What follows belongs to an exercise in optimizing a design on an open flow for small area; a production flow would make more cautious choices. In this exercise RTL edits were held to simulation tests only and were not proved equivalent to the original. The clock cells of runs 5 to 7 come from the design's own scripts or RTL, not from TritonCTS. The clock port is modelled as an ideal driver, which makes a skipped or thinned clock tree look cheaper than it is; a real chip needs a root buffer or a tree. Power and IR drop assume default switching activity.

## standard.sh

```bash
#!/bin/bash
# synth_recipe.tcl (not shown) runs the flow's synth.tcl, then flattens the netlist and writes it again
# the make line also repeats each setting of config.mk as NAME=value (left out here)
make -C /OpenROAD-flow-scripts/flow DESIGN_CONFIG=/design/flow/config.mk WORK_HOME=/design/flow/orfs CLKGATE_MAP_FILE= SYNTH_SCRIPT=/design/flow/synth_recipe.tcl "${@:-finish}"
```

## config.mk

```make
export PLATFORM = sky130hd
export DESIGN_NAME = TimeClock
export DESIGN_NICKNAME = TimeClock
export VERILOG_FILES = /design/flow/design.v
export SDC_FILE = /design/flow/constraint.sdc
export NUM_CORES = 4
export LEC_CHECK = 0
export CAP_MARGIN = 20
export CORE_MARGIN = 2
export CORE_UTILIZATION = 40
export SLEW_MARGIN = 20
```

## flow/abc_area.script

```
&get -n
&st
&dch -f
&nf -R 1000 -p
&put
topo
```

## flow/run.sh

```bash
#!/bin/bash
# Layout flow: the standard flow (standard.sh) with two changes:
#  - synthesis runs synth_recipe.tcl unchanged except that ABC maps for area
#    (flow/abc_area.script) and Yosys's extract_fa step is skipped, so that
#    half-adder cells do not block ABC's optimisation;
#  - port buffers use the smallest buffer, sky130_fd_sc_hd__buf_1.
# Every tool's output goes to a log file in this folder.
set -euo pipefail
W=$(pwd)
cat > "$W/own_synth.tcl" <<TCL
proc abc {args} {
  set i [lsearch \$args -script]
  set args [lreplace \$args [expr {\$i + 1}] [expr {\$i + 1}] {$W/flow/abc_area.script}]
  yosys abc {*}\$args
}
proc extract_fa {args} { }
source {$W/synth_recipe.tcl}
TCL
sed "s#SYNTH_SCRIPT=[^ ]*synth_recipe.tcl#SYNTH_SCRIPT=$W/own_synth.tcl#" standard.sh > own_standard.sh
grep -q "SYNTH_SCRIPT=$W/own_synth.tcl" own_standard.sh
export BUFFER_PORTS_ARGS="-buffer_cell sky130_fd_sc_hd__buf_1"
bash own_standard.sh synth > "$W/synth.log" 2>&1
bash own_standard.sh finish > "$W/layout.log" 2>&1
test -s out/final.def
```

## design.v

```verilog
`timescale 1ns / 1ps
module TimeClock(
    input i_clk,
    input i_reset,
    input i_modeSW,
    input i_OnOffSW,
    output [3:0] o_FND_Digit,
    output [7:0] o_FND_Font
    );
    reg       r_half;                  
    reg [3:0] r_cs1, r_cs10;           
    reg [3:0] r_s1;  reg [2:0] r_s10;  
    reg [3:0] r_m1;  reg [2:0] r_m10;  
    reg [3:0] r_h1;  reg [1:0] r_h10;  
    wire cs1_9  = r_cs1[3] & r_cs1[0];
    wire cs10_9 = r_cs10[3] & r_cs10[0];
    wire s1_9   = r_s1[3] & r_s1[0];
    wire s10_5  = r_s10[2] & r_s10[0];
    wire m1_9   = r_m1[3] & r_m1[0];
    wire m10_5  = r_m10[2] & r_m10[0];
    wire h_23   = r_h10[1] & r_h1[1] & r_h1[0];
    wire h1_9   = r_h1[3] & r_h1[0];
    wire e_cs1  = ~r_half;
    wire e_cs10 = e_cs1 & cs1_9;
    wire e_s1   = e_cs10 & cs10_9;
    wire e_s10  = e_s1 & s1_9;
    wire e_m1   = e_s10 & s10_5;
    wire e_m10  = e_m1 & m1_9;
    wire e_h    = e_m10 & m10_5;
    function [3:0] inc10(input [3:0] d, input c);
        inc10 = {c ? (d[0] ? d[2] & d[1] : d[3]) : d[3],
                 c ? (d[0] & d[1] ? ~d[2] : d[2]) : d[2],
                 c ? ~d[3] & (d[0] ? ~d[1] : d[1]) : d[1],
                 c ? ~d[0] : d[0]};
    endfunction
    function [2:0] inc6(input [2:0] d, input c);
        inc6 = {c ? (d[0] ? d[1] : d[2]) : d[2],
                c ? ~d[2] & (d[0] ? ~d[1] : d[1]) : d[1],
                c ? ~d[0] : d[0]};
    endfunction
    always @(posedge i_clk or posedge i_reset) begin
        if (i_reset) begin
            r_half <= 0;
            r_cs1 <= 0; r_cs10 <= 0;
            r_s1 <= 0;  r_s10 <= 0;
            r_m1 <= 0;  r_m10 <= 0;
            r_h1 <= 0;  r_h10 <= 0;
        end else begin
            r_half <= ~r_half;
            r_cs1  <= inc10(r_cs1, e_cs1);
            r_cs10 <= inc10(r_cs10, e_cs10);
            r_s1   <= inc10(r_s1, e_s1);
            r_s10  <= inc6(r_s10, e_s10);
            r_m1   <= inc10(r_m1, e_m1);
            r_m10  <= inc6(r_m10, e_m10);
            if (e_h) begin
                if (h_23) begin
                    r_h1 <= 0; r_h10 <= 0;
                end else begin
                    r_h1 <= inc10(r_h1, 1'b1);
                    if (h1_9) r_h10 <= {r_h10[0], ~r_h10[0]};
                end
            end
        end
    end
    wire [2:0] p;
    assign p[0] = ~r_cs1[3] & (r_cs1[2] | (r_cs1[1] & r_cs1[0]));
    assign p[1] = r_cs10[0] ^ r_cs1[3];
    assign p[2] = r_cs10[1] ^ r_s1[0] ^ (r_cs10[0] & r_cs1[3]);
    assign o_FND_Digit = i_OnOffSW ? 4'b1111 : ~(4'b0001 << p[1:0]);
    reg [3:0] v;
    always @(*) begin
        case ({i_modeSW, p[1:0]})
            3'b000: v = r_m1;
            3'b001: v = {1'b0, r_m10};
            3'b010: v = r_h1;
            3'b011: v = {2'b00, r_h10};
            3'b100: v = r_cs1;
            3'b101: v = r_cs10;
            3'b110: v = r_s1;
            default: v = {1'b0, r_s10};
        endcase
    end
    wire [6:0] seg;
    assign seg[0] = ~v[1] & (v[2] ? ~v[0] : v[0] & ~v[3]);           
    assign seg[1] = v[2] & (v[1] ^ v[0]);                            
    assign seg[2] = ~v[2] & v[1] & ~v[0];                            
    assign seg[3] = v[2] ? (v[1] ~^ v[0]) : (v[0] & ~v[1]);          
    assign seg[4] = v[0] | (v[2] & ~v[1]);                           
    assign seg[5] = v[2] ? (v[1] & v[0]) : (~v[3] & (v[1] | v[0]));  
    assign seg[6] = v[2] ? (v[1] & v[0]) : (~v[3] & ~v[1]);          
    wire cs_lt50 = ~(r_cs10[3] | (r_cs10[2] & (r_cs10[1] | r_cs10[0])));
    assign o_FND_Font[6:0] = p[2] ? 7'h7f : seg;
    assign o_FND_Font[7]   = ~(p[2] & p[1] & ~p[0] & cs_lt50);
endmodule
```

## constraint.sdc

```tcl
create_clock -name core_clock -period 10.0 [get_ports {i_clk}]
set_input_delay 2.0000 -clock core_clock [delete_from_list [all_inputs] [get_ports {i_clk}]]
set_output_delay 2.0000 -clock core_clock [all_outputs]
set_load 0.01 [all_outputs]
```

==> results of run 1 <==
-- area by class of cell --
type	count	area [µm²]	area share, %
Multi-Input combinational cell	126	768.2	45.05
Tap cell	48	60.06	3.522
Clock buffer	8	80.08	4.696
Inverter	4	15.01	0.8804
Sequential cell	29	725.7	42.55
Timing Repair Buffer	15	56.30	3.302
-- cells by family (layout without fill, tap and decap cells) --
logic type | Yosys count | after routing | share of synthesized area (%)
flip-flops | 29 | 29 | 48.09
buffers and inverters | 4 | 27 | 0.9947
AND/OR/NAND/NOR | 69 | 69 | 22.22
XOR/XNOR | 15 | 15 | 8.706
AO/OA/AOI/OAI | 40 | 40 | 18.49
multiplexers | 2 | 2 | 1.492
-- metal layers --
layer / GRT usage (%) / up-vias
met2: 24.62 / 33
li1: - / 626
met5: 0 / -
met3: 4.623 / 7
met4: 6.250 / 0
met1: 23.28 / 620
-- flip-flops by register name (all words and copies together), names as in the netlist --
register and cells:
r_s1 4, r_m1 4, r_cs1 4, r_half 1, r_s10 3, r_cs10 4
r_h10 2, r_m10 3, r_h1 4
-- where the power goes --
group	total [mW]	internal (mW)	leakage [nW]	switching [mW]
logic	0.00488	0.000896	0.376	0.00399
clock network	0.0895	0.0492	0.0395	0.0403
registers	0.117	0.117	0.385	0
total	0.212	0.168	0.801	0.0443
-- stage by stage --
stage	cells	total power, mW	util, %
floorplan	159	0.1225	-
CTS	230	0.2149	46.94
detailed placement	222	0.1246	44.73
finish	230	0.2118	46.94
global placement	222	0.1243	44.73
global route	230	0.2207	46.94
-- worst reg2reg max path: cells and delay by family (launching register included) --
family	cells	cell delay, ns
flops	1	0.49
compound gates	2	0.33
simple gates	7	1.76
-- final timing paths --
kind                                            from                   end  slack, ns  depth (start not counted)
worst max-delay path                        i_modeSW         o_FND_Font[0]       3.60                          9
worst min-delay path                r_half$_DFF_PP0_  r_cs1[0]$_DFFE_PP0N_       0.47                          1
worst max register to register  r_cs1[3]$_DFFE_PP0P_  r_h10[1]$_DFFE_PP0P_       7.32                          9
worst min register to register      r_half$_DFF_PP0_  r_cs1[0]$_DFFE_PP0N_       0.47                          1
max in group asynchronous                    i_reset  r_m10[2]$_DFFE_PP0P_       7.83                          2
min in group asynchronous                    i_reset      r_half$_DFF_PP0_       1.77                          2
-- placed cells by master (no fill, tap or decap) --
cell type	n
nor2b_1	1
buf_1	15
nand2_1	23
clkinv_1	3
nand4_1	1
nand3_1	6
a21o_1	1
clkbuf_1	3
o211a_1	1
nor3_1	4
o21ai_0	5
a222oi_1	4
nand2b_1	2
a32oi_1	2
a21oi_1	13
and2_0	3
nand3b_1	1
and3_1	12
or2_0	2
xor2_1	10
or3_1	3
a2111oi_0	1
mux2_1	2
a22o_1	4
a22oi_1	1
a211oi_1	4
a32o_1	1
inv_2	1
o21a_1	2
dfrtp_1	29
xnor2_1	5
o31ai_1	1
clkbuf_8	5
nor2_1	11
==> impl_results.md, run 1 <==
- Leak: 0.8008 nW
- Post-cts sizing count: 0
- Worst setup EP type: primary output
- Worst Hold Class: reg -> reg
- Total negative slack: 0 ns
- First-pass GRT wire length: 5437 µm
- First-iteration detailed-routing DRC count: 65
- Worst Path Class, Setup: in -> out
- Core Area: 3633 µm²
- Fin crit share: 64.02%
- Vias: 1286
- HPWL Detailed: 2358 µm
- Synth cell count leaders: 29 x dfrtp_1, 23 x nand2_1, 13 x a21oi_1
- Port bufs: 15
- GR Overflow Total: 0
- Routability congestion estimate: 0.7979
- Share of layout cells above drive strength 1: 3.297%
- H-tree levels: 2
- Warning count from the yosys run: 1
- Status: finished clean
- Post-CTS Hold Buffers: 0
- Final Cell Area: 1705 µm²
- Post-Syn Instances: 159
- Rel. slew slack: 42.79%
- Row Count: 22
- Met2 WL: 1425 µm
- Die area: 4280 µm²
- Post-Route Skew: 0.003866 ns
- EDFF count, synth: 0
- VDD IR max: 0.07523 mV
- Drt via density: 5.591
- Starting Density: 41.53%
- Detailed Route WL: 3154 µm
- Slowest cell on crit path: a2111oi_0
- Seq/Total Area, Yosys: 48.09%
- Tot GR Track Use: 16.65%
- CTS tree: done
- Cell with the most instances after synthesis: dfrtp_1
- Yosys top cell area share: 48.09%
- CP startpoint kind: input port
- Final nets: 185
- DRC violations left: 0
- Hold slack: 0.4715 ns
- M1 wire length: 1498 µm
- Clock slew at reported path FFs: 0.06 ns
- Number of global-route vias before repair: 1165
- Clk root buf: clkbuf_8
- Endpoints failing setup: 0
- Slew Limit Fails: 0
- Top Layer Used: met4
- Initial antenna violation count: 0
- Worst-path maximum fanout: 10
- Synth Register Bits: 29
- Chip width: 65.42 µm
- Layout area overhead: 13.02%
- Synth Cell Area: 1509 µm²
- # fillers: 368
- Number of hold violations in the final report: 0
- Num ports: 16
- Area leader, netlist: dfrtp_1
- Num CTS Buffers: 5
- Final worst setup slack: 3.599 ns
- Crit-path cells: buf_1 > nor2_1 > a222oi_1 > and3_1 > a21oi_1 > a2111oi_0 > nor2_1 > o21ai_0 > buf_1
- Wire length on met3: 175 µm
- Routed len/inst: 13.71 µm
- Postcts setup bufs: 0
- Crit path buffers/inverters: 2
- Ys flop type: dfrtp_1
- Synth top area cells: dfrtp_1 48%, xor2_1 5.8%, nand2_1 5.7%
- Max clock buf depth: 2
- Worst slack at placement: 3.635 ns
- Worst path max stage delay: 0.77 ns
- PwrDens: 124.2 nW/µm²
- Mean post-synth cell area: 9.490 µm²
- CTS sink cnt: 29
- Clk latency of the worst-skew pair: 0.28 ns
- Die height: 65.42 µm
- Final min period: 6.402 ns
- Area after DPL: 1625 µm²
- Max frequency: 156.2 MHz
- Asr flop ratio synth: 100.0%
- Delay-heaviest family, CP: compound AO/OA/AOI/OAI gates
- Library cells used by synthesis: 30
- Worst Path Required: 8.00 ns
- Largest net degree at the start of global routing: 30
- Ant. Diodes: 0
- Drt pass-1 iters: 4
- Arr. time, crit path: 4.40 ns
- Total of max-cap violations: 0
- Mapped Nets: 163
- Routed Antenna Nets: 0
- RSZ-0062 raised after global routing: false
- Worst Tran Pin Value: 0.8365 ns
==> run 2, diff against run 1 <==
--- a/flow/run.sh
+++ b/flow/run.sh
@@ -21,2 +21,3 @@
 export BUFFER_PORTS_ARGS="-buffer_cell sky130_fd_sc_hd__buf_1"
+export CTS_ARGS="-buf_list sky130_fd_sc_hd__clkbuf_4 -root_buf sky130_fd_sc_hd__clkbuf_4 -sink_clustering_enable -sink_clustering_size 40 -sink_clustering_max_diameter 300 -dont_use_dummy_load -repair_clock_nets"
 bash own_standard.sh synth > "$W/synth.log" 2>&1
==> impl_results.md, run 2 <==
- CTS tree: done
- CP startpoint kind: input port
- Synth Register Bits: 29 (unchanged)
- VDD IR max: 0.06689 mV (-11%)
- Commonest non-fill, non-tap cell in the layout: dfrtp_1
- Library cells used by synthesis: 30 (unchanged)
- GR Overflow Total: 0 (unchanged)
- Clk latency of the worst-skew pair: 0.33 ns (+0.05 ns)
- Max frequency: 156.1 MHz (about the same)
- Leak: 0.7843 nW (-2.1%)
- Final nets: 185 (unchanged)
- Ant. Diodes: 0 (unchanged)
- Synth Cell Area: 1509 µm² (unchanged)
- Rel. slew slack: 42.55% (-0.23 points)
- Number of global-route vias before repair: 1151 (-1.2%)
- Synth cell count leaders: 29 x dfrtp_1, 23 x nand2_1, 13 x a21oi_1
- Total of max-cap violations: 0 (unchanged)
- Layout area overhead: 10.20%
- Post-Syn Instances: 159 (unchanged)
- EDFF count, synth: 0 (unchanged)
- R2R depth: 9 (unchanged)
- Postcts setup bufs: 0 (unchanged)
- Worst Tran Pin Value: 0.8400 ns (+0.003433 ns)
- PwrDens: 108.6 nW/µm² (-13%)
- Worst Path Required: 8.00 ns (about the same)
- Final min period: 6.407 ns (+0.005040 ns)
- Final core utilization: 45.76% (-1.2 points)
- Routed Antenna Nets: 0 (unchanged)
- Starting Density: 41.53% (unchanged)
- Worst-path maximum fanout: 10 (unchanged)
- Num CTS Buffers: 5 (unchanged)
- Detailed Route WL: 3153 µm (about the same)
- Routed len/inst: 13.89 µm (+1.3%)
- Mean post-synth cell area: 9.490 µm² (unchanged)
- Post-Route Skew: 0.01087 ns (+0.007007 ns)
- First-iteration detailed-routing DRC count: 96 (+48%)
- RSZ-0062 raised after global routing: false
- Worst Path Class, Setup: in -> out
- Synth top area cells: dfrtp_1 48%, xor2_1 5.8%, nand2_1 5.7%
- Die height: 65.42 µm (unchanged)
- Arr. time, crit path: 4.41 ns (about the same)
- Cell with the most instances after synthesis: dfrtp_1
- Ys flop type: dfrtp_1
- Clock slew at reported path FFs: 0.08 ns (+0.02 ns)
- Worst hold path depth: 1 (unchanged)
- Yosys top cell area share: 48.09% (unchanged)
- Post-CTS Hold Buffers: 0 (unchanged)
- Row Count: 22 (unchanged)
- DRC violations left: 0 (unchanged)
- H-tree levels: 2 (unchanged)
- Area leader, netlist: dfrtp_1
- CTS sink cnt: 29 (unchanged)
- Total negative slack: 0 ns (unchanged)
- Endpoints failing setup: 0 (unchanged)
- Warning count from the yosys run: 1 (unchanged)
- First-pass GRT wire length: 5444 µm (+0.13%)
- Tot GR Track Use: 16.87% (+0.21 points)
- Share of layout cells above drive strength 1: 3.352% (+0.055 points)
- Routability congestion estimate: 0.7979 (unchanged)
- Fin crit share: 64.07% (about the same)
- Vias: 1280 (-0.47%)
- HPWL Detailed: 2358 µm (unchanged)
- Area after DPL: 1625 µm² (unchanged)
- Initial antenna violation count: 0 (unchanged)
- Chip width: 65.42 µm (unchanged)
- Die area: 4280 µm² (unchanged)
- Mapped Nets: 163 (unchanged)
- Asr flop ratio synth: 100.0% (unchanged)
- Number of hold violations in the final report: 0 (unchanged)
- Core Area: 3633 µm² (unchanged)
- Clk root buf: clkbuf_4
- Port bufs: 15 (unchanged)
- Max clock buf depth: 2 (unchanged)
- Num ports: 16 (unchanged)
- Status: finished clean
- Final Cell Area: 1663 µm² (-2.5%)
- Drt via density: 5.639 (+0.85%)
- Slew Limit Fails: 0 (unchanged)
- Worst setup EP type: primary output
- Seq/Total Area, Yosys: 48.09% (unchanged)
- Worst Hold Class: reg -> reg
- Commonest non-fill, non-tap cells in the layout: 29 x dfrtp_1, 23 x nand2_1, 15 x buf_1
- Largest net degree at the start of global routing: 30 (unchanged)
- Post-cts sizing count: 0 (unchanged)
- Drt pass-1 iters: 5 (+1)
-- run 2: final timing paths --
kind	from	to	slack (ns)
min in group asynchronous	i_reset	r_half$_DFF_PP0_	1.71
max in group asynchronous	i_reset	r_m10[2]$_DFFE_PP0P_	7.88
hold reg to reg	r_half$_DFF_PP0_	r_cs1[0]$_DFFE_PP0N_	0.48
hold / removal	r_half$_DFF_PP0_	r_cs1[0]$_DFFE_PP0N_	0.48
setup / recovery	i_modeSW	o_FND_Font[0]	3.59
setup reg to reg	r_cs1[3]$_DFFE_PP0P_	r_h10[1]$_DFFE_PP0P_	7.30
-- run 2: through the flow --
stage,worst slack (ns),hold WS [ns],instances,power (mW)
floorplan,4.382,0.4512,159,0.1225
global placement,3.863,0.4562,222,0.1243
detailed placement,3.635,0.4667,222,0.1246
CTS,3.616,0.4787,227,0.1840
global route,3.309,0.5126,227,0.1899
finish,3.593,0.4787,227,0.1806
-- run 2: critical path, cell delays in order --
cell,delay [ns]
buf_1,0.28
nor2_1,0.16
a222oi_1,0.36
and3_1,0.21
a21oi_1,0.16
a2111oi_0,0.78
nor2_1,0.08
o21ai_0,0.20
buf_1,0.17
-- run 2: layout make-up --
type	count	area, µm²
Fill cell	369	1971
Multi-Input combinational cell	126	768.2
Timing Repair Buffer	15	56.30
Inverter	4	15.01
Clock buffer	5	37.54
Tap cell	48	60.06
Sequential cell	29	725.7
-- run 2: per-layer routing --
layer  GRT usage, %  vias to the layer above  wire length, µm
met5              0                        -                0
met3          5.137                        6              158
li1               -                      622                -
met4          7.031                        0               61
met1          23.48                      625             1512
met2          24.36                       27             1420
-- run 2: cells by family after synthesis --
kind of cell | count (synthesis) | share of synthesized area [%]
compound gates | 40 | 18.49
xor+xnor | 15 | 8.706
buf+inv | 4 | 0.9947
flops | 29 | 48.09
mux | 2 | 1.492
simple gates | 69 | 22.22
-- run 2: power by group --
group | switching, mW | internal (mW) | total, mW
sequential | 0 | 0.117 | 0.117
combinational | 0.00398 | 0.000896 | 0.00488
clock | 0.0352 | 0.0234 | 0.0586
total | 0.0392 | 0.141 | 0.181
==> run 3, diff against run 2 <==
--- a/flow/run.sh
+++ b/flow/run.sh
@@ -21,3 +21,3 @@
 export BUFFER_PORTS_ARGS="-buffer_cell sky130_fd_sc_hd__buf_1"
-export CTS_ARGS="-buf_list sky130_fd_sc_hd__clkbuf_4 -root_buf sky130_fd_sc_hd__clkbuf_4 -sink_clustering_enable -sink_clustering_size 40 -sink_clustering_max_diameter 300 -dont_use_dummy_load -repair_clock_nets"
+export CTS_ARGS="-buf_list sky130_fd_sc_hd__clkbuf_8 -root_buf sky130_fd_sc_hd__clkbuf_8 -sink_clustering_enable -sink_clustering_size 40 -sink_clustering_max_diameter 300 -dont_use_dummy_load -repair_clock_nets"
 bash own_standard.sh synth > "$W/synth.log" 2>&1
==> impl_results.md, run 3 <==
- Synth top area cells: dfrtp_1 48%, xor2_1 5.8%, nand2_1 5.7%
- Layout area overhead: 12.27%
- Number of hold violations in the final report: 0 (unchanged)
- Top Usage Layer GRT: met2
- Postcts setup bufs: 0 (unchanged)
- Worst R2R Setup Slack: 7.32 ns (+0.02 ns)
- Final min period: 6.456 ns (+0.04994 ns)
- HPWL Detailed: 2358 µm (unchanged)
- Core Area: 3633 µm² (unchanged)
- Max frequency: 154.9 MHz (-0.77%)
- Slew Limit Fails: 0 (unchanged)
- Num ports: 16 (unchanged)
- Slowest cell on crit path: a2111oi_0
- Routability congestion estimate: 0.7979 (unchanged)
- Clock slew at reported path FFs: 0.06 ns (-0.02 ns)
- First-iteration detailed-routing DRC count: 60 (-38%)
- Crit path buffers/inverters: 2 (unchanged)
- CTS sink cnt: 29 (unchanged)
- Total of max-cap violations: 0 (unchanged)
- Ant. Diodes: 0 (unchanged)
- Max clock buf depth: 2 (unchanged)
- PwrDens: 121.1 nW/µm² (+12%)
- Worst path max stage delay: 0.82 ns (+0.04 ns)
- Final worst setup slack: 3.544 ns (-0.04994 ns)
- Hold slack: 0.4718 ns (-0.006909 ns)
- CTS tree: done
- RSZ-0062 raised after global routing: false
- Yosys top cell area share: 48.09% (unchanged)
- Detailed Route WL: 3189 µm (+1.1%)
- Worst Path Required: 8.00 ns (about the same)
- Worst setup EP type: primary output
- Vias: 1290 (+0.78%)
- Final Cell Area: 1694 µm² (+1.9%)
- Delay-heaviest family, CP: compound AO/OA/AOI/OAI gates
- Chip width: 65.42 µm (unchanged)
- Worst hold path depth: 1 (unchanged)
- Library cells used by synthesis: 30 (unchanged)
- First-pass GRT wire length: 5457 µm (+0.24%)
- Commonest non-fill, non-tap cell in the layout: dfrtp_1
- Post-CTS Hold Buffers: 0 (unchanged)
- Leak: 0.7972 nW (+1.7%)
- GR Overflow Total: 0 (unchanged)
- Sink of the worst hold path: r_cs1[0]$_DFFE_PP0N_
- EDFF count, synth: 0 (unchanged)
- Port bufs: 15 (unchanged)
- Synth Cell Area: 1509 µm² (unchanged)
- Met1 usage: 23.37% (-0.11 points)
- Worst-path maximum fanout: 10 (unchanged)
- Clk latency of the worst-skew pair: 0.28 ns (-0.05 ns)
- Num CTS Buffers: 5 (unchanged)
- Row Count: 22 (unchanged)
- GRT met2 Usage: 24.87% (+0.51 points)
- Starting Density: 41.53% (unchanged)
- Initial antenna violation count: 0 (unchanged)
- Largest net degree at the start of global routing: 30 (unchanged)
- Fin crit share: 64.56% (+0.50 points)
- Worst slack at placement: 3.635 ns (unchanged)
- Seq/Total Area, Yosys: 48.09% (unchanged)
- Tot GR Track Use: 16.76% (-0.11 points)
- DRC violations left: 0 (unchanged)
- Met3 global-route usage: 4.623% (-0.51 points)
- Worst Path Class, Setup: in -> out
- Share of layout cells above drive strength 1: 3.352% (unchanged)
- Warning count from the yosys run: 1 (unchanged)
- # fillers: 368 (-0.27%)
- Drt via density: 5.683 (+0.78%)
- Mapped Nets: 163 (unchanged)
- Post-Route Skew: 0.006512 ns (-0.004362 ns)
- Crit-path cells: buf_1 > nor2_1 > a222oi_1 > and3_1 > a21oi_1 > a2111oi_0 > nor2_1 > o21ai_0 > buf_1
- Routed Antenna Nets: 0 (unchanged)
- Status: finished clean
- Post-Syn Instances: 159 (unchanged)
- Asr flop ratio synth: 100.0% (unchanged)
- Endpoints failing setup: 0 (unchanged)
- Clk root buf: clkbuf_8
- H-tree levels: 2 (unchanged)
- Post-cts sizing count: 0 (unchanged)
- Total negative slack: 0 ns (unchanged)
- Synth Register Bits: 29 (unchanged)
- CP startpoint kind: input port
- Worst Hold Class: reg -> reg
- HP Start: r_half$_DFF_PP0_
- Routed len/inst: 14.05 µm (+1.1%)
- Rel. slew slack: 40.15% (-2.4 points)
- Drt pass-1 iters: 5 (unchanged)
- Die area: 4280 µm² (unchanged)
- FF-to-FF End: r_h10[1]$_DFFE_PP0P_
- Die height: 65.42 µm (unchanged)
- Arr. time, crit path: 4.46 ns (+0.05 ns)
- R2R depth: 9 (unchanged)
- Number of global-route vias before repair: 1153 (+0.17%)
- Cell with the most instances after synthesis: dfrtp_1
- Ys flop type: dfrtp_1
- Final nets: 185 (unchanged)
- Area after DPL: 1625 µm² (unchanged)
- Power, Total: 0.2052 mW (+14%)
- Mean post-synth cell area: 9.490 µm² (unchanged)
- Worst Tran Pin Value: 0.8751 ns (+0.03514 ns)
- Synth cell count leaders: 29 x dfrtp_1, 23 x nand2_1, 13 x a21oi_1
- Commonest non-fill, non-tap cells in the layout: 29 x dfrtp_1, 23 x nand2_1, 15 x buf_1
- VDD IR max: 0.07560 mV (+13%)
- Area leader, netlist: dfrtp_1
- Reg-to-Reg Start: r_cs1[3]$_DFFE_PP0P_
## run 3: cell counts after synthesis
Identical to the previous run, type by type.
## run 3: worst max-delay path by stage
stage | start | to | slack [ns] | cells after the start
2_1_floorplan | i_modeSW | o_FND_Font[0] | 4.38 | 7
3_3_place_gp | i_modeSW | o_FND_Font[0] | 3.86 | 9
3_5_place_dp | i_modeSW | o_FND_Font[0] | 3.64 | 9
4_1_cts | i_modeSW | o_FND_Font[0] | 3.62 | 9
5_1_grt | i_modeSW | o_FND_Font[5] | 3.31 | 9
6_report | i_modeSW | o_FND_Font[0] | 3.54 | 9
## run 3: per-stage QoR
| step | util (%) | instances |
|---|---|---|
| 3_3_place_gp | 44.73 | 222 |
| 3_5_place_dp | 44.73 | 222 |
| 4_1_cts | 46.63 | 227 |
| 5_1_grt | 46.63 | 227 |
| 2_1_floorplan | - | 159 |
| 6_report | 46.63 | 227 |
## run 3: cell families (layout without fill, tap and decap cells)
group,Yosys count,after routing,synth area share [%]
xor+xnor,15,15,8.706
mux,2,2,1.492
compound gates,40,40,18.49
simple gates,69,69,22.22
buf+inv,4,24,0.9947
flops,29,29,48.09
## run 3: area by class of cell
class                      instances  area (µm²)  area share (%)
clock buffer                       5       68.82           4.062
timing repair buffer              15       56.30           3.323
sequential                        29       725.7           42.84
inverter                           4       15.01          0.8863
tap                               48       60.06           3.545
multi-input combinational        126       768.2           45.35
## run 3: report_power, final
group,internal [mW],switching (mW),total (mW)
sequential,0.117,0,0.117
clock,0.0445,0.0383,0.0829
combinational,0.000896,0.00399,0.00489
## run 3: routing by layer
metal	wire (µm)	part of all wire (%)
met1	1546	48
met3	157	4.9
met5	0	0
met4	51	1.6
met2	1434	45
==> run 4, diff against run 3 <==
==> run.sh (new file) <==
#!/bin/bash
# synth_recipe.tcl (not shown) runs the flow's synth.tcl, then flattens the netlist and writes it again
# the make line also repeats each setting of config.mk as NAME=value (left out here)
make -C /OpenROAD-flow-scripts/flow DESIGN_CONFIG=/design/flow/config.mk WORK_HOME=/design/flow/orfs CLKGATE_MAP_FILE= SYNTH_SCRIPT=/design/flow/synth_recipe.tcl finish
removed: flow/run.sh
removed: flow/abc_area.script
removed: standard.sh
==> impl_results.md, run 4 <==
- Die height: 73.18 µm (+12%)
- Yosys top cell area share: 37.91% (-10 points)
- Asr flop ratio synth: 100.0% (unchanged)
- Clk root buf: clkbuf_8
- Leak: 0.9707 nW (+22%)
- Library cells used by synthesis: 44 (+47%)
- Commonest non-fill, non-tap cells in the layout: 32 x nand2_1, 29 x dfrtp_1, 15 x clkdlybuf4s50_1
- Final min period: 6.895 ns (+0.4383 ns)
- Post-Syn Instances: 213 (+34%)
- Worst Path Required: 8.00 ns (about the same)
- Synth cell count leaders: 32 x nand2_1, 29 x dfrtp_1, 14 x o21ai_0
- Final worst setup slack: 3.105 ns (-0.4383 ns)
- Layout area overhead: 13.40%
- Worst setup EP type: primary output
- Port bufs: 15 (unchanged)
- Power, Total: 0.2168 mW (+5.6%)
- Status: finished clean
- Clock slew at reported path FFs: 0.06 ns (about the same)
- Placed insts: 273 (+23%)
- Tot GR Track Use: 17.23% (+0.48 points)
- Setup crit end: o_FND_Font[0]
- Worst R2R Setup Slack: 7.91 ns (+0.59 ns)
- Ys flop type: dfrtp_1
- Row Count: 25 (+14%)
- Chip width: 73.18 µm (+12%)
- Met1 usage: 24.57% (+1.2 points)
- Worst-path maximum fanout: 19 (+9)
- Total of max-cap violations: 0 (unchanged)
- Fin crit share: 68.95% (+4.4 points)
- Cell with the most instances after synthesis: nand2_1
- Synth Cell Area: 1914 µm² (+27%)
- CTS tree: done
- RSZ-0062 raised after global routing: false
- Vias: 1533 (+19%)
- Final nets: 240 (+30%)
- GRT met2 Usage: 24.62% (-0.25 points)
- FF-to-FF End: r_h1[2]$_DFFE_PP0P_
- Num ports: 16 (unchanged)
- CP startpoint kind: input port
- Seq. cell area: 725.7 µm² (unchanged)
- Num CTS Buffers: 5 (unchanged)
- Non-Filler Instances: 281 (+24%)
- Reg-to-Reg Start: r_cs1[3]$_DFFE_PP0P_
- VDD IR max: 0.04992 mV (-34%)
- Area leader, netlist: dfrtp_1
- First-iteration detailed-routing DRC count: 63 (+5.0%)
- Worst Path Class, Setup: in -> out
- GR Overflow Total: 0 (unchanged)
- Worst Tran Pin Value: 0.8335 ns (-0.04161 ns)
- Clk latency of the worst-skew pair: 0.28 ns (about the same)
- Routed len/inst: 14.64 µm (+4.2%)
- Mean post-synth cell area: 8.987 µm² (-5.3%)
- Max frequency: 145.0 MHz (-6.4%)
- Drt via density: 5.456 (-4.0%)
- Post-CTS Hold Buffers: 0 (unchanged)
- EDFF count, synth: 0 (unchanged)
- Met3 global-route usage: 4.696% (+0.073 points)
- HPWL Detailed: 3074 µm (+30%)
- Top Usage Layer GRT: met2
- Ant. Diodes: 0 (unchanged)
- R2R depth: 6 (-3)
- CTS sink cnt: 29 (unchanged)
- Worst Hold Class: reg -> reg
- Core Area: 4661 µm² (+28%)
- Final core utilization: 46.58% (-0.048 points)
- Arr. time, crit path: 4.89 ns (+0.43 ns)
- Max clock buf depth: 2 (unchanged)
- Die area: 5355 µm² (+25%)
- H-tree levels: 2 (unchanged)
- Postcts setup bufs: 0 (unchanged)
- Commonest non-fill, non-tap cell in the layout: nand2_1
- Routability congestion estimate: 0.8034 (+0.69%)
- Largest net degree at the start of global routing: 30 (unchanged)
- Detailed Route WL: 4115 µm (+29%)
- Drt pass-1 iters: 4 (-1)
- Synth Register Bits: 29 (unchanged)
- Worst slack at placement: 3.141 ns (-0.4940 ns)
- Routed Antenna Nets: 0 (unchanged)
- Number of global-route vias before repair: 1450 (+26%)
- Warning count from the yosys run: 1 (unchanged)
- Mapped Nets: 227 (+39%)
- DRC violations left: 0 (unchanged)
- Seq/Total Area, Yosys: 37.91% (-10 points)
- Rel. slew slack: 44.32% (+4.2 points)
- Share of layout cells above drive strength 1: 7.048% (+3.7 points)
- Number of hold violations in the final report: 0 (unchanged)
- Total negative slack: 0 ns (unchanged)
- Initial antenna violation count: 0 (unchanged)
- Synth top area cells: dfrtp_1 38%, ha_1 6.5%, nand2_1 6.3%
- Endpoints failing setup: 0 (unchanged)
- # fillers: 455 (+24%)
- CP Launch Point: i_modeSW
- Slew Limit Fails: 0 (unchanged)
- Post-cts sizing count: 0 (unchanged)
- First-pass GRT wire length: 6996 µm (+28%)
- Starting Density: 41.07% (-0.46 points)
- PwrDens: 99.88 nW/µm² (-18%)
- Area of the multi-input gates: 1095 µm² (+43%)
- Post-Route Skew: 0.004047 ns (-0.002465 ns)
run 4: cell count changes in the layout (fill, tap and decap cells not counted), moves of 5 or more:
cell	delta
a21oi_1	-7
xnor2_1	+5
ha_1	+10
nor2b_1	+7
clkdlybuf4s50_1	+15
inv_1	+12
nand2_1	+9
buf_1	-15
xor2_1	-7
mux2i_1	+5
o21ai_0	+9
and3_1	-7
run 4: per-stage QoR:
step / instance area (µm²) / hold slack (ns)
finish: 2171 / 0.5046
global route: 2171 / 0.5508
CTS: 2171 / 0.5111
detailed placement: 2091 / 0.5013
global placement: 2091 / 0.5034
floorplan: 1914 / 0.4618
run 4: power by group:
| part | switching (mW) | internal [mW] |
|---|---|---|
| Sequential | 0 | 0.117 |
| Combinational | 0.00491 | 0.00300 |
| Clock | 0.0422 | 0.0493 |
run 4: critical path, stage by stage:
cell	delay, ns
clkdlybuf4s50_1	0.85
mux2_2	0.41
a221oi_1	0.31
a21oi_1	0.07
a221oi_1	0.32
o21bai_2	0.12
o311ai_2	0.22
clkdlybuf4s50_1	0.58
run 4: final cells by class:
| class | count | area share [%] |
|---|---|---|
| clock buffers | 8 | 3.689 |
| repair buffers | 16 | 7.262 |
| multi-input cells | 162 | 50.43 |
| well taps | 54 | 3.112 |
| inverters | 12 | 2.075 |
| flip-flops and latches | 29 | 33.43 |
run 4: per-layer routing:
metal | share of wire [%] | wire length [µm]
met5 | 0 | 0
met4 | 2.1 | 88
met3 | 4.9 | 201
met2 | 42 | 1717
met1 | 51 | 2108
run 4: kinds of logic (layout without fill, tap and decap cells):
group	after synthesis	in the layout	synth area share (%)
xor+xnor	13	13	5.948
flops	29	29	37.91
fa+ha+maj	10	10	6.536
buf+inv	22	36	4.902
simple gates	84	84	22.55
compound gates	45	45	16.60
mux	10	10	5.555
run 4: worst min path at each step:
stage                     slack (ns)              endpoint            startpoint  cells past startpoint
final                           0.50  r_m10[1]$_DFFE_PP0P_  r_m10[1]$_DFFE_PP0P_                      1
after CTS                       0.51  r_m10[1]$_DFFE_PP0P_  r_m10[1]$_DFFE_PP0P_                      1
after global routing            0.55  r_m10[1]$_DFFE_PP0P_  r_m10[1]$_DFFE_PP0P_                      1
after global placement          0.50  r_m10[1]$_DFFE_PP0P_  r_m10[1]$_DFFE_PP0P_                      1
after detailed placement        0.50  r_m10[1]$_DFFE_PP0P_  r_m10[1]$_DFFE_PP0P_                      1
after floorplan                 0.46  r_m10[1]$_DFFE_PP0P_  r_m10[1]$_DFFE_PP0P_                      1
==> run 5, diff against run 4 <==
==> flow/run.sh (new file) <==
#!/bin/bash
# Layout flow: the standard flow (standard.sh) with two changes:
#  - synthesis runs synth_recipe.tcl unchanged except that ABC maps for area
#    (flow/abc_area.script) and Yosys's extract_fa step is skipped, so that
#    half-adder cells do not block ABC's optimisation;
#  - port buffers use the smallest buffer, sky130_fd_sc_hd__buf_1;
#  - after CTS, its H-tree is replaced by three clock buffers fed from the
#    clock port, each driving a third of the registers (flow/post_cts.tcl).
# Every tool's output goes to a log file in this folder.
set -euo pipefail
W=$(pwd)
cat > "$W/own_synth.tcl" <<TCL
proc abc {args} {
  set i [lsearch \$args -script]
  set args [lreplace \$args [expr {\$i + 1}] [expr {\$i + 1}] {$W/flow/abc_area.script}]
  yosys abc {*}\$args
}
proc extract_fa {args} { }
source {$W/synth_recipe.tcl}
TCL
sed "s#SYNTH_SCRIPT=[^ ]*synth_recipe.tcl#SYNTH_SCRIPT=$W/own_synth.tcl#" standard.sh > own_standard.sh
grep -q "SYNTH_SCRIPT=$W/own_synth.tcl" own_standard.sh
export BUFFER_PORTS_ARGS="-buffer_cell sky130_fd_sc_hd__buf_1"
export POST_CTS_TCL="$W/flow/post_cts.tcl"
bash own_standard.sh synth > "$W/synth.log" 2>&1
bash own_standard.sh finish > "$W/layout.log" 2>&1
test -s out/final.def
==> flow/abc_area.script (new file) <==
&get -n
&st
&dch -f
&nf -R 1000 -p
&put
topo
==> flow/clkbufs.tcl (new file) <==
# Replace the clock tree that CTS built with K clock buffers fed straight from
# the clock port, each driving the register clock pins of one cluster
# (k-means on the pins' positions).
proc clkbufs_replace {cell k} {
  set block [ord::get_db_block]
  set port_net [$block findNet i_clk]
  set sinks {}
  foreach inst [$block getInsts] {
    foreach it [$inst getITerms] {
      if {[$it isInputSignal] && [[$it getMTerm] getSigType] == "CLOCK"} { lappend sinks $it }
    }
  }
  set tree {}
  foreach inst [$block getInsts] {
    set n [$inst getName]
    if {[string match clkbuf_* $n] || [string match clkload* $n]} { lappend tree $inst }
  }
  set nets {}
  foreach inst $tree {
    foreach it [$inst getITerms] {
      set net [$it getNet]
      if {$net eq "NULL" || $net eq ""} { continue }
      if {[$net getName] ne "i_clk" && [lsearch $nets $net] < 0} { lappend nets $net }
    }
  }
  foreach inst $tree { odb::dbInst_destroy $inst }
  foreach n $nets { odb::dbNet_destroy $n }
  # sink positions
  set xs {}; set ys {}
  foreach it $sinks {
    set b [[$it getInst] getBBox]
    lappend xs [expr {([$b xMin] + [$b xMax]) / 2.0}]
    lappend ys [expr {([$b yMin] + [$b yMax]) / 2.0}]
  }
  set n [llength $sinks]
  # k-means, seeded with sinks spread along the sorted-by-x order
  set order [lsort -real -indices $xs]
  set cx {}; set cy {}
  for {set j 0} {$j < $k} {incr j} {
    set i [lindex $order [expr {int(($j + 0.5) * $n / $k)}]]
    lappend cx [lindex $xs $i]; lappend cy [lindex $ys $i]
  }
  for {set iter 0} {$iter < 50} {incr iter} {
    # balanced assignment: nearest centre first, at most ceil(n/k) pins each
    set cap [expr {($n + $k - 1) / $k}]
    set pairs {}
    for {set i 0} {$i < $n} {incr i} {
      for {set j 0} {$j < $k} {incr j} {
        lappend pairs [list [expr {abs([lindex $xs $i] - [lindex $cx $j]) + abs([lindex $ys $i] - [lindex $cy $j])}] $i $j]
      }
    }
    set asg [lrepeat $n -1]
    set cnt [lrepeat $k 0]
    foreach p [lsort -real -index 0 $pairs] {
      lassign $p d i j
      if {[lindex $asg $i] < 0 && [lindex $cnt $j] < $cap} {
        lset asg $i $j
        lset cnt $j [expr {[lindex $cnt $j] + 1}]
      }
    }
    for {set j 0} {$j < $k} {incr j} {
      set sx 0; set sy 0; set c 0
      for {set i 0} {$i < $n} {incr i} {
        if {[lindex $asg $i] == $j} { set sx [expr {$sx + [lindex $xs $i]}]; set sy [expr {$sy + [lindex $ys $i]}]; incr c }
      }
      if {$c > 0} { lset cx $j [expr {$sx / $c}]; lset cy $j [expr {$sy / $c}] }
    }
  }
  set master [[ord::get_db] findMaster $cell]
  for {set j 0} {$j < $k} {incr j} {
    set buf [odb::dbInst_create $block $master clkbuf_leaf_$j]
    set net [odb::dbNet_create $block clknet_leaf_$j]
    $net setSigType CLOCK
    [$buf findITerm A] connect $port_net
    [$buf findITerm X] connect $net
    set c 0
    for {set i 0} {$i < $n} {incr i} {
      if {[lindex $asg $i] == $j} {
        set it [lindex $sinks $i]
        $it disconnect
        $it connect $net
        incr c
      }
    }
    $buf setLocation [expr {int([lindex $cx $j])}] [expr {int([lindex $cy $j])}]
    $buf setPlacementStatus PLACED
    puts "clkbufs_replace: clkbuf_leaf_$j ($cell) drives $c clock pins"
  }
  puts "clkbufs_replace: removed [llength $tree] clock tree cells"
}
==> flow/post_cts.tcl (new file) <==
# POST_CTS_TCL hook: swap CTS's H-tree for three clock buffers fed straight
# from the clock port (see clkbufs.tcl), then legalise again.
source [file join [file dirname [info script]] clkbufs.tcl]
clkbufs_replace sky130_fd_sc_hd__clkbuf_4 3
detailed_placement
check_placement -verbose
estimate_parasitics -placement
report_clock_skew
==> standard.sh (new file) <==
#!/bin/bash
# synth_recipe.tcl (not shown) runs the flow's synth.tcl, then flattens the netlist and writes it again
# the make line also repeats each setting of config.mk as NAME=value (left out here)
make -C /OpenROAD-flow-scripts/flow DESIGN_CONFIG=/design/flow/config.mk WORK_HOME=/design/flow/orfs CLKGATE_MAP_FILE= SYNTH_SCRIPT=/design/flow/synth_recipe.tcl "${@:-finish}"
removed: run.sh
==> impl_results.md, run 5 <==
- Status: finished clean
- Max frequency: 155.9 MHz (+7.5%)
- CP startpoint kind: input port
- Number of hold violations in the final report: 0 (unchanged)
- EDFF count, synth: 0 (unchanged)
- Post-Route Skew: 0.007108 ns (+0.003061 ns)
- Asr flop ratio synth: 100.0% (unchanged)
- Arr. time, crit path: 4.41 ns (-0.48 ns)
- Routed len/inst: 14.25 µm (-2.7%)
- Post-Syn Instances: 159 (-25%)
- Num ports: 16 (unchanged)
- First-pass GRT wire length: 5451 µm (-22%)
- PwrDens: 101.9 nW/µm² (+2.0%)
- Final nets: 183 (-24%)
- Initial antenna violation count: 0 (unchanged)
- Synth cell count leaders: 29 x dfrtp_1, 23 x nand2_1, 13 x a21oi_1
- Vias: 1272 (-17%)
- R2R depth: 9 (+3)
- Worst path max stage delay: 0.78 ns (-0.07 ns)
- Worst setup EP type: primary output
- Area leader, netlist: dfrtp_1
- Starting Density: 41.53% (+0.46 points)
- FF-to-FF End: r_h10[1]$_DFFE_PP0P_
- Drt via density: 5.653 (+3.6%)
- Cell with the most instances after synthesis: dfrtp_1
- Endpoints failing setup: 0 (unchanged)
- Worst hold path depth: 1 (unchanged)
- Commonest non-fill, non-tap cells in the layout: 29 x dfrtp_1, 23 x nand2_1, 15 x buf_1
- Worst-path maximum fanout: 10 (-9)
- Largest net degree at the start of global routing: 30 (unchanged)
- VDD IR max: 0.08359 mV (+67%)
- Warning count from the yosys run: 1 (unchanged)
- CTS sink cnt: 29 (unchanged)
- Share of layout cells above drive strength 1: 2.260% (-4.8 points)
- Drt pass-1 iters: 5 (+1)
- First-iteration detailed-routing DRC count: 80 (+27%)
- Final worst setup slack: 3.587 ns (+0.4816 ns)
- Sink of the worst hold path: r_cs1[0]$_DFFE_PP0N_
- Worst Path Class, Setup: in -> out
- Synth top area cells: dfrtp_1 48%, xor2_1 5.8%, nand2_1 5.7%
- Worst slack at placement: 3.635 ns (+0.4940 ns)
- RSZ-0062 raised after global routing: false
- Leak: 0.7751 nW (-20%)
- Die height: 65.42 µm (-11%)
- Clk latency of the worst-skew pair: 0.17 ns (-0.11 ns)
- HP Start: r_half$_DFF_PP0_
- Crit-path cells: buf_1 > nor2_1 > a222oi_1 > and3_1 > a21oi_1 > a2111oi_0 > nor2_1 > o21ai_0 > buf_1
- Routability congestion estimate: 0.7979 (-0.68%)
- Worst R2R Setup Slack: 7.30 ns (-0.61 ns)
- Layout area overhead: 9.204%
- Commonest non-fill, non-tap cell in the layout: dfrtp_1
- Total negative slack: 0 ns (unchanged)
- HPWL Detailed: 2358 µm (-23%)
- Synth Cell Area: 1509 µm² (-21%)
- Detailed Route WL: 3206 µm (-22%)
- GR Overflow Total: 0 (unchanged)
- Final min period: 6.413 ns (-0.4816 ns)
- Die area: 4280 µm² (-20%)
- Worst Hold Class: reg -> reg
- Reg-to-Reg Start: r_cs1[3]$_DFFE_PP0P_
- Row Count: 22 (-12%)
- Core Area: 3633 µm² (-22%)
- Ant. Diodes: 0 (unchanged)
- Synth Register Bits: 29 (unchanged)
- Fin crit share: 64.13% (-4.8 points)
- Clock slew at reported path FFs: 0.11 ns (+0.05 ns)
- Number of global-route vias before repair: 1139 (-21%)
- Mean post-synth cell area: 9.490 µm² (+5.6%)
- Slowest cell on crit path: a2111oi_0
- Total of max-cap violations: 0 (unchanged)
- Port bufs: 15 (unchanged)
- Worst Tran Pin Value: 0.8379 ns (+0.004417 ns)
- Ys flop type: dfrtp_1
- Library cells used by synthesis: 30 (-32%)
- Mapped Nets: 163 (-28%)
- Rel. slew slack: 42.69% (-1.6 points)
- Worst Path Required: 8.00 ns (about the same)
- Chip width: 65.42 µm (-11%)
- Tot GR Track Use: 16.58% (-0.65 points)
- DRC violations left: 0 (unchanged)
- Seq/Total Area, Yosys: 48.09% (+10 points)
- Slew Limit Fails: 0 (unchanged)
- Yosys top cell area share: 48.09% (+10 points)
- Routed Antenna Nets: 0 (unchanged)
==> run 5: cell types whose count changed in the layout (fill, tap and decap cells not counted), sizes merged, moves of 7 or more <==
cell,before,now
clkdlybuf4s50,15,0
buf,1,15
inv,12,1
o21ai,16,5
ha,10,0
nand2,32,23
and3,5,12
nor2b,8,1
xor2,3,10
==> run 5: per-stage QoR <==
step | utilization, % | power, mW | area, µm² | cells | hold slack [ns]
floorplan | - | 0.1225 | 1509 | 159 | 0.4512
global placement | 44.73 | 0.1243 | 1625 | 222 | 0.4562
detailed placement | 44.73 | 0.1246 | 1625 | 222 | 0.4667
global route | 45.35 | 0.1748 | 1648 | 225 | 0.5162
finish | 45.35 | 0.1679 | 1648 | 225 | 0.4819
==> run 5: area by class of cell <==
| type | instances | area, µm² |
|---|---|---|
| Sequential cell | 29 | 725.7 |
| Multi-Input combinational cell | 126 | 768.2 |
| Tap cell | 48 | 60.06 |
| Fill cell | 375 | 1986 |
| Timing Repair Buffer | 15 | 56.30 |
| Inverter | 4 | 15.01 |
| Buffer | 3 | 22.52 |
==> run 5: metal layers <==
| layer | track usage, % | wire length (µm) |
|---|---|---|
| met5 | 0 | 0 |
| met4 | 3.125 | 0 |
| met3 | 4.110 | 128 |
| met2 | 25.13 | 1479 |
| met1 | 24.28 | 1598 |
==> run 5: how the worst max path moves through the flow <==
stage                        start       endpoint  slack [ns]  cells past startpoint
after floorplan           i_modeSW  o_FND_Font[0]        4.38                      7
after global placement    i_modeSW  o_FND_Font[0]        3.86                      9
after detailed placement  i_modeSW  o_FND_Font[0]        3.64                      9
after global routing      i_modeSW  o_FND_Font[5]        3.31                      9
final                     i_modeSW  o_FND_Font[0]        3.59                      9
==> run 5: cell families after synthesis <==
group / after synthesis / share of synthesized area [%]
compound gates: 40 / 18.49
xor+xnor: 15 / 8.706
buf+inv: 4 / 0.9947
simple gates: 69 / 22.22
mux: 2 / 1.492
flops: 29 / 48.09
==> run 5: power breakdown <==
group / total (mW) / switching [mW] / internal [mW]
clock: 0.0457 / 0.0313 / 0.0144
sequential: 0.117 / 0 / 0.117
combinational: 0.00491 / 0.00401 / 0.000896
==> run 5: worst max-delay path, delay by kind of cell <==
kind / cells / cell delay [ns]
compound gates: 4 / 1.50
buf+inv: 2 / 0.46
simple gates: 3 / 0.45
==> run 6, diff against run 5 <==
--- a/config.mk
+++ b/config.mk
@@ -9,3 +9,3 @@
 export CORE_MARGIN = 2
-export CORE_UTILIZATION = 40
+export CORE_UTILIZATION = 65
 export SLEW_MARGIN = 20
==> impl_results.md, run 6 <==
- Area after DPL: 1600 µm² (-1.5%)
- Status: finished clean
- Asr flop ratio synth: 100.0% (unchanged)
- Sequential Power Share: 71.1% (+1.3 points)
- Library cells used by synthesis: 30 (unchanged)
- Worst-path maximum fanout: 10 (unchanged)
- Max frequency: 157.0 MHz (+0.68%)
- HP Start: r_half$_DFF_PP0_
- Crit path buffers/inverters: 2 (unchanged)
- XOR/XNOR Fraction of Synth Area: 8.706% (unchanged)
- Non-Filler Instances: 205 (-8.9%)
- Synth Cell Area: 1509 µm² (unchanged)
- Switching part of the total power: 19.58% (-1.5 points)
- R2R depth: 9 (unchanged)
- Seq/Total Area, Yosys: 48.09% (unchanged)
- Synth top area cells: dfrtp_1 48%, xor2_1 5.8%, nand2_1 5.7%
- Reg-to-Reg Start: r_cs1[3]$_DFFE_PP0P_
- Total of max-cap violations: 0 (unchanged)
- Total negative slack: 0 ns (unchanged)
- Slew Limit Fails: 0 (unchanged)
- Pint: 0.1325 mW (about the same)
- Leak: 0.7751 nW (unchanged)
- Tot GR Track Use: 27.06% (+10 points)
- Vias: 1298 (+2.0%)
- Worst path max stage delay: 0.74 ns (-0.04 ns)
- Post-Route Skew: 0.01065 ns (+0.003538 ns)
- First-pass GRT wire length: 5437 µm (-0.26%)
- Port bufs: 15 (unchanged)
- Post-Synth Adder-Cell Area: 0% (unchanged)
- Comb pwr share: 3.0% (about the same)
- Core Area: 2212 µm² (-39%)
- Mapped Nets: 163 (unchanged)
- Die height: 52.18 µm (-20%)
- Synth cell count leaders: 29 x dfrtp_1, 23 x nand2_1, 13 x a21oi_1
- FF-to-FF End: r_h10[1]$_DFFE_PP0P_
- Number of global-route vias before repair: 1227 (+7.7%)
- Final core utilization: 73.36% (+28 points)
- Final Cell Area: 1623 µm² (-1.5%)
- Routability congestion estimate: 0.8412 (+5.4%)
- Arr. time, crit path: 4.37 ns (-0.04 ns)
- Net Switching: 0.03225 mW (-8.7%)
- Synth Area in Compound Gates: 18.49% (unchanged)
- PwrDens: 101.5 nW/µm² (-0.35%)
- First-iteration detailed-routing DRC count: 62 (-23%)
- Commonest non-fill, non-tap cell in the layout: dfrtp_1
- Worst Tran Pin Value: 0.7898 ns (-0.04810 ns)
- Mux cell area share after synthesis: 1.493% (unchanged)
- Die area: 2723 µm² (-36%)
- Row Count: 17 (-23%)
- Fin crit share: 63.70% (-0.43 points)
- Ys flop type: dfrtp_1
- Post-Syn Instances: 159 (unchanged)
- Commonest non-fill, non-tap cells in the layout: 29 x dfrtp_1, 23 x nand2_1, 15 x buf_1
- DRC violations left: 0 (unchanged)
- EDFF count, synth: 0 (unchanged)
- Placed insts: 202 (-9.0%)
- RSZ-0062 raised after global routing: false
- VDD IR max: 0.09864 mV (+18%)
- Layout area overhead: 7.546%
- CP startpoint kind: input port
- GR Overflow Total: 0 (unchanged)
- Yosys top cell area share: 48.09% (unchanged)
- CP Launch Point: i_modeSW
- Worst Hold Class: reg -> reg
- Mean post-synth cell area: 9.490 µm² (unchanged)
- Post-Synth Simple-Gate Area: 22.22% (unchanged)
- Rel. slew slack: 45.98% (+3.3 points)
- Crit-path cells: buf_1 > nor2_1 > a222oi_1 > and3_1 > a21oi_1 > a2111oi_0 > nor2_1 > o21ai_0 > buf_1
- Routed len/inst: 15.96 µm (+12%)
- Slowest cell on crit path: a2111oi_0
- Drt via density: 6.332 (+12%)
- Worst Path Class, Setup: in -> out
- Share of layout cells above drive strength 1: 2.260% (unchanged)
- Warning count from the yosys run: 1 (unchanged)
- Worst setup EP type: primary output
- Clock slew at reported path FFs: 0.10 ns (about the same)
- Final nets: 183 (unchanged)
- Chip width: 52.18 µm (-20%)
- # fillers: 163 (-57%)
- Ant. Diodes: 0 (unchanged)
- Worst Path Required: 8.00 ns (about the same)
- Clk latency of the worst-skew pair: 0.16 ns (about the same)
- Delay-heaviest family, CP: compound AO/OA/AOI/OAI gates
- Worst path depth: 9 (unchanged)
- Final min period: 6.370 ns (-0.04303 ns)
- Initial antenna violation count: 0 (unchanged)
- CTS sink cnt: 29 (unchanged)
- Worst R2R Setup Slack: 7.19 ns (-0.11 ns)
- Synth Register Bits: 29 (unchanged)
- Worst hold path depth: 1 (unchanged)
- Number of hold violations in the final report: 0 (unchanged)
- Routed Antenna Nets: 0 (unchanged)
- Endpoints failing setup: 0 (unchanged)
- Largest net degree at the start of global routing: 30 (unchanged)
- Largest family of logic cells by synthesized area: simple AND/OR/NAND/NOR gates
- HPWL Detailed: 2361 µm (+0.13%)
- Drt pass-1 iters: 4 (-1)
- Starting Density: 68.21% (+27 points)
- Detailed Route WL: 3272 µm (+2.1%)
- Area leader, netlist: dfrtp_1
- Num ports: 16 (unchanged)
- Clk pwr share: 25.8% (-1.5 points)
- Setup crit end: o_FND_Font[0]
- Cell with the most instances after synthesis: dfrtp_1
run 6: cell counts after synthesis:
No cell type changed its count.
run 6: cell families after synthesis:
group	count (synthesis)
AOI/OAI and AO/OA	40
xor gates and xnor gates	15
buffers and inverters	4
DFF	29
muxes	2
and+or+nand+nor	69
run 6: power by group through the flow:
stage | combinational [mW] | sequential (mW) | clock [mW]
global placement | 0.00474 | 0.120 | 0
global route | 0.00576 | 0.117 | 0.0475
floorplan | 0.00305 | 0.119 | 0
finish | 0.00502 | 0.117 | 0.0425
detailed placement | 0.00501 | 0.120 | 0
run 6: final cells by class:
cell class	count	area, µm²	area share [%]
Multi-Input combinational cell	126	768.2	47.34
Inverter	4	15.01	0.9252
Tap cell	28	35.03	2.159
Sequential cell	29	725.7	44.72
Buffer	3	22.52	1.388
Timing Repair Buffer	15	56.30	3.470
run 6: through the flow:
step / power [mW] / hold slack, ns / setup WS, ns
floorplan: 0.1225 / 0.4512 / 4.382
global placement: 0.1242 / 0.4561 / 3.821
detailed placement: 0.1245 / 0.4772 / 3.741
global route: 0.1705 / 0.4976 / 3.441
finish: 0.1647 / 0.4675 / 3.630
run 6: per-layer routing:
layer  track usage (%)  routed length [µm]  up-vias  part of all wire, %
met5                 0                   0        -                    0
met4             7.265                  44        0                  1.3
met3             7.143                 221        4                  6.8
met2             45.78                1557       56                   48
met1             34.34                1449      623                   44
li1                  -                   -      615                    -
run 6: how the worst min path moves through the flow:
stage                                      end  slack (ns)
after floorplan           r_s10[1]$_DFFE_PP0P_        0.45
after global placement    r_cs1[0]$_DFFE_PP0N_        0.46
after detailed placement  r_cs1[0]$_DFFE_PP0N_        0.48
after global routing      r_cs1[0]$_DFFE_PP0N_        0.50
final                     r_cs1[0]$_DFFE_PP0N_        0.47
run 6: worst reg2reg max path, stage by stage (launching register included):
cell and delay, ns:
dfrtp_1 0.50, and3_1 0.32, and3_1 0.32, and3_1 0.28, and3_1 0.26, and3_1 0.25
and3_1 0.31, o211a_1 0.25, nand2_1 0.08, o21a_1 0.11
==> run 7, diff against run 6 <==
--- a/design.v
+++ b/design.v
@@ -30,11 +30,11 @@
     function [3:0] inc10(input [3:0] d, input c);
-        inc10 = {c ? (d[0] ? d[2] & d[1] : d[3]) : d[3],
-                 c ? (d[0] & d[1] ? ~d[2] : d[2]) : d[2],
-                 c ? ~d[3] & (d[0] ? ~d[1] : d[1]) : d[1],
-                 c ? ~d[0] : d[0]};
+        inc10 = d ^ {c & d[0] & (d[3] | d[2] & d[1]),
+                     c & d[0] & d[1],
+                     c & d[0] & ~d[3],
+                     c};
     endfunction
     function [2:0] inc6(input [2:0] d, input c);
-        inc6 = {c ? (d[0] ? d[1] : d[2]) : d[2],
-                c ? ~d[2] & (d[0] ? ~d[1] : d[1]) : d[1],
-                c ? ~d[0] : d[0]};
+        inc6 = d ^ {c & d[0] & (d[2] | d[1]),
+                    c & d[0] & ~d[2],
+                    c};
     endfunction
@@ -70,15 +70,8 @@
     assign o_FND_Digit = i_OnOffSW ? 4'b1111 : ~(4'b0001 << p[1:0]);
-    reg [3:0] v;
-    always @(*) begin
-        case ({i_modeSW, p[1:0]})
-            3'b000: v = r_m1;
-            3'b001: v = {1'b0, r_m10};
-            3'b010: v = r_h1;
-            3'b011: v = {2'b00, r_h10};
-            3'b100: v = r_cs1;
-            3'b101: v = r_cs10;
-            3'b110: v = r_s1;
-            default: v = {1'b0, r_s10};
-        endcase
-    end
+    wire q0 = ~p[1] & ~p[0], q1 = ~p[1] & p[0], q2 = p[1] & ~p[0], q3 = p[1] & p[0];
+    wire hm = ~i_modeSW, sc = i_modeSW;
+    wire [3:0] v = ({4{hm & q0}} & r_m1) | ({4{hm & q1}} & {1'b0, r_m10}) |
+                   ({4{hm & q2}} & r_h1) | ({4{hm & q3}} & {2'b00, r_h10}) |
+                   ({4{sc & q0}} & r_cs1) | ({4{sc & q1}} & r_cs10) |
+                   ({4{sc & q2}} & r_s1) | ({4{sc & q3}} & {1'b0, r_s10});
     wire [6:0] seg;
--- a/flow/run.sh
+++ b/flow/run.sh
@@ -1,6 +1,6 @@
 #!/bin/bash
-# Layout flow: the standard flow (standard.sh) with two changes:
-#  - synthesis runs synth_recipe.tcl unchanged except that ABC maps for area
-#    (flow/abc_area.script) and Yosys's extract_fa step is skipped, so that
-#    half-adder cells do not block ABC's optimisation;
+# Layout flow: the standard flow (standard.sh) with these changes:
+#  - synthesis runs synth_recipe.tcl unchanged except that ABC maps the design
+#    with each script in flow/abc/ and keeps the smallest result, and Yosys's
+#    extract_fa step is skipped (flow/multi_abc.tcl);
 #  - port buffers use the smallest buffer, sky130_fd_sc_hd__buf_1;
@@ -11,9 +11,5 @@
 W=$(pwd)
+export FLOW_WORK="$W" FLOW_FLOW_DIR="$W/flow"
 cat > "$W/own_synth.tcl" <<TCL
-proc abc {args} {
-  set i [lsearch \$args -script]
-  set args [lreplace \$args [expr {\$i + 1}] [expr {\$i + 1}] {$W/flow/abc_area.script}]
-  yosys abc {*}\$args
-}
-proc extract_fa {args} { }
+source {$W/flow/multi_abc.tcl}
 source {$W/synth_recipe.tcl}
==> flow/abc/b1.script (new file) <==
&get -n
&st
&dch -f
&nf -R 1000
&put
topo
==> flow/abc/b2.script (new file) <==
&get -n
&st
&dch -f
&nf -R 1000 -p
&put
topo
==> flow/abc/c3.script (new file) <==
&get -n
&st
&dch -f
&nf -R 1000 -p -C 32 -F 8
&put
topo
==> flow/abc/dT10.script (new file) <==
&get -n
&st
&deepsyn -T 10
&dch -f
&nf -R 1000 -p
&put
topo
==> flow/multi_abc.tcl (new file) <==
# Replaces the abc command that ORFS's synth.tcl calls: maps the design once
# with each ABC script in flow/abc/ and keeps the smallest result (cell area
# from the liberty file). Everything else about the call is unchanged.
proc abc {args} {
  set i [lsearch $args -script]
  set lib [lindex $args [expr {[lsearch $args -liberty] + 1}]]
  set dir [file join $::env(FLOW_FLOW_DIR) abc]
  yosys design -save my_pre_abc
  set best ""; set best_area 1e30
  foreach s [lsort [glob [file join $dir *.script]]] {
    yosys design -load my_pre_abc
    yosys abc {*}[lreplace $args [expr {$i + 1}] [expr {$i + 1}] $s]
    set rpt [file join $::env(FLOW_WORK) abc_stat.txt]
    yosys tee -q -o $rpt stat -liberty $lib
    set f [open $rpt]; set t [read $f]; close $f
    regexp {Chip area for module[^:]*:\s*([0-9.]+)} $t -> area
    puts "multi_abc: [file tail $s] area $area"
    if {$area < $best_area} { set best_area $area; set best $s; yosys design -save my_best_abc }
  }
  yosys design -load my_best_abc
  puts "multi_abc: kept [file tail $best] area $best_area"
}
# No half/full-adder extraction: the adder cells would keep ABC from
# optimising through them.
proc extract_fa {args} { }
--- a/config.mk
+++ b/config.mk
@@ -9,3 +9,3 @@
 export CORE_MARGIN = 2
-export CORE_UTILIZATION = 65
+export CORE_UTILIZATION = 40
 export SLEW_MARGIN = 20
removed: flow/abc_area.script
==> impl_results.md, run 7 <==
- Mapped Nets: 162 (-0.61%)
- Post-Route Skew: 0.009431 ns (-0.001215 ns)
- Seq/Total Area, Yosys: 49.83% (+1.7 points)
- Starting Density: 42.64% (-26 points)
- DRC violations left: 0 (unchanged)
- Fin crit share: 58.71% (-5.0 points)
- First-iteration detailed-routing DRC count: 98 (+58%)
- RSZ-0062 raised after global routing: false
- Total of max-cap violations: 0 (unchanged)
- Clock slew at reported path FFs: 0.10 ns (about the same)
- Rel. slew slack: 46.20% (+0.21 points)
- Drt via density: 5.410 (-15%)
- Worst Path Required: 8.00 ns (about the same)
- Worst-path maximum fanout: 9 (-1)
- Drt pass-1 iters: 5 (+1)
- EDFF count, synth: 0 (unchanged)
- Met1 usage: 23.81% (-11 points)
- Num ports: 16 (unchanged)
- Synth cell count leaders: 29 x dfrtp_1, 20 x nand2_1, 18 x nor2_1
- Routed len/inst: 13.87 µm (-13%)
- Yosys top cell area share: 49.83% (+1.7 points)
- Initial antenna violation count: 0 (unchanged)
- GR Overflow Total: 0 (unchanged)
- Routed Antenna Nets: 0 (unchanged)
- Die area: 4140 µm² (+52%)
- Post-Syn Instances: 158 (-0.63%)
- Tot GR Track Use: 17.15% (-9.9 points)
- Ys flop type: dfrtp_1
- Final min period: 5.871 ns (-0.4989 ns)
- Number of global-route vias before repair: 1203 (-2.0%)
- R2R depth: 10 (+1)
- Setup crit end: o_FND_Font[1]
- Arr. time, crit path: 3.87 ns (-0.50 ns)
- Status: finished clean
- Top Usage Layer GRT: met2
- Synth Cell Area: 1456 µm² (-3.5%)
- Chip width: 64.34 µm (+23%)
- Detailed Route WL: 3080 µm (-5.9%)
- Share of layout cells above drive strength 1: 2.841% (+0.58 points)
- Endpoints failing setup: 0 (unchanged)
- Slew Limit Fails: 0 (unchanged)
- Warning count from the yosys run: 1 (unchanged)
- Met3 global-route usage: 4.225% (-2.9 points)
- Worst Path Class, Setup: in -> out
- Area leader, netlist: dfrtp_1
- Commonest non-fill, non-tap cells in the layout: 29 x dfrtp_1, 20 x nand2_1, 18 x nor2_1
- Ant. Diodes: 0 (unchanged)
- CTS sink cnt: 29 (unchanged)
- Largest net degree at the start of global routing: 30 (unchanged)
- Non-Filler Instances: 222 (+8.3%)
- Final nets: 182 (-0.55%)
- Number of hold violations in the final report: 0 (unchanged)
- Synth Register Bits: 29 (unchanged)
- # fillers: 355 (+120%)
- FF-to-FF End: r_h1[2]$_DFFE_PP0P_
- Die height: 64.34 µm (+23%)
- CP Launch Point: i_modeSW
- Library cells used by synthesis: 26 (-13%)
- First-pass GRT wire length: 5609 µm (+3.2%)
- Clk latency of the worst-skew pair: 0.17 ns (about the same)
- PwrDens: 104.7 nW/µm² (+3.2%)
- Mean post-synth cell area: 9.218 µm² (-2.9%)
- GRT met2 Usage: 26.95% (-19 points)
- Commonest non-fill, non-tap cell in the layout: dfrtp_1
- VDD IR max: 0.05643 mV (-43%)
- Placed insts: 219 (+8.4%)
- Core Area: 3416 µm² (+54%)
- HPWL Detailed: 2300 µm (-2.6%)
- Reg-to-Reg Start: r_cs1[3]$_DFF_PP0_
- Worst R2R Setup Slack: 6.83 ns (-0.36 ns)
- CP startpoint kind: input port
- Vias: 1201 (-7.5%)
- Cell with the most instances after synthesis: dfrtp_1
- Layout area overhead: 9.708%
- Routability congestion estimate: 0.7879 (-6.3%)
- Max frequency: 170.3 MHz (+8.5%)
- Row Count: 21 (+4)
- Port bufs: 15 (unchanged)
- Leak: 0.7097 nW (-8.4%)
- Asr flop ratio synth: 100.0% (unchanged)
- Worst Hold Class: reg -> reg
- Total negative slack: 0 ns (unchanged)
- Synth top area cells: dfrtp_1 50%, xnor2_1 6.6%, a21oi_1 5.8%
- Worst setup EP type: primary output
- Worst Tran Pin Value: 0.8009 ns (+0.01106 ns)
## run 7: power by group
part	internal, mW	total (mW)	switching, mW
logic	0.00116	0.00539	0.00423
clock network	0.0144	0.0447	0.0303
registers	0.117	0.117	0
total	0.133	0.167	0.0345
## run 7: critical path: stages
cell,delay [ns]
buf_1,0.17
o21ai_0,0.25
nand2_1,0.09
a21oi_1,0.12
o22ai_1,0.09
a21oi_1,0.37
o31ai_1,0.19
o21bai_1,0.23
o21ai_0,0.19
buf_1,0.17
## run 7: worst min path at each step
stage                     cells after the start                  to          startpoint  slack (ns)
after global routing                          1  r_s10[1]$_DFF_PP0_  r_s10[1]$_DFF_PP0_        0.52
after global placement                        1    r_half$_DFF_PP0_    r_half$_DFF_PP0_        0.47
after detailed placement                      1    r_half$_DFF_PP0_    r_half$_DFF_PP0_        0.48
after floorplan                               1    r_half$_DFF_PP0_    r_half$_DFF_PP0_        0.46
final                                         1    r_half$_DFF_PP0_    r_half$_DFF_PP0_        0.50
## run 7: kinds of logic (layout without fill, tap and decap cells)
group           count (synthesis)  after routing  share of synthesized area [%]
simple gates                   66             66                          21.13
compound gates                 43             43                          18.73
flops                          29             29                          49.83
xor+xnor                       15             15                          9.020
buf+inv                         5             23                          1.289
## run 7: stage by stage
step / setup slack, ns / utilization (%) / power [mW] / area [µm²] / hold WS [ns]
6_report: 4.129 / 46.78 / 0.1673 / 1598 / 0.5019
3_3_place_gp: 4.366 / 45.97 / 0.1248 / 1570 / 0.4718
3_5_place_dp: 4.155 / 45.97 / 0.1251 / 1570 / 0.4776
5_1_grt: 3.944 / 46.78 / 0.1760 / 1598 / 0.5232
2_1_floorplan: 4.590 / - / 0.1230 / 1456 / 0.4582
## run 7: metal layers
layer	up-vias	share of wire (%)	wire (µm)
li1	599	-	-
met1	574	50	1549
met2	24	44	1357
met3	4	4.5	140
met4	0	1.1	33
met5	-	0	0
## run 7: area by class of cell
class                           instances  area (µm²)  share of cell area, %
Sequential cell                        29       725.7                  45.42
Multi-Input combinational cell        124       716.9                  44.87
Tap cell                               46       57.56                  3.602
Timing Repair Buffer                   15       56.30                  3.524
Buffer                                  3       22.52                  1.410
Inverter                                5       18.77                  1.175

Re-timed with assumed drivers on the ports (clkbuf_16 on the clock, buf_2 on other inputs), run 7 has 4.108 ns of setup slack against 4.129 ns with ideal ports, and 4.108 ns once port delays also move by the mid clock arrival of 0.200 ns.
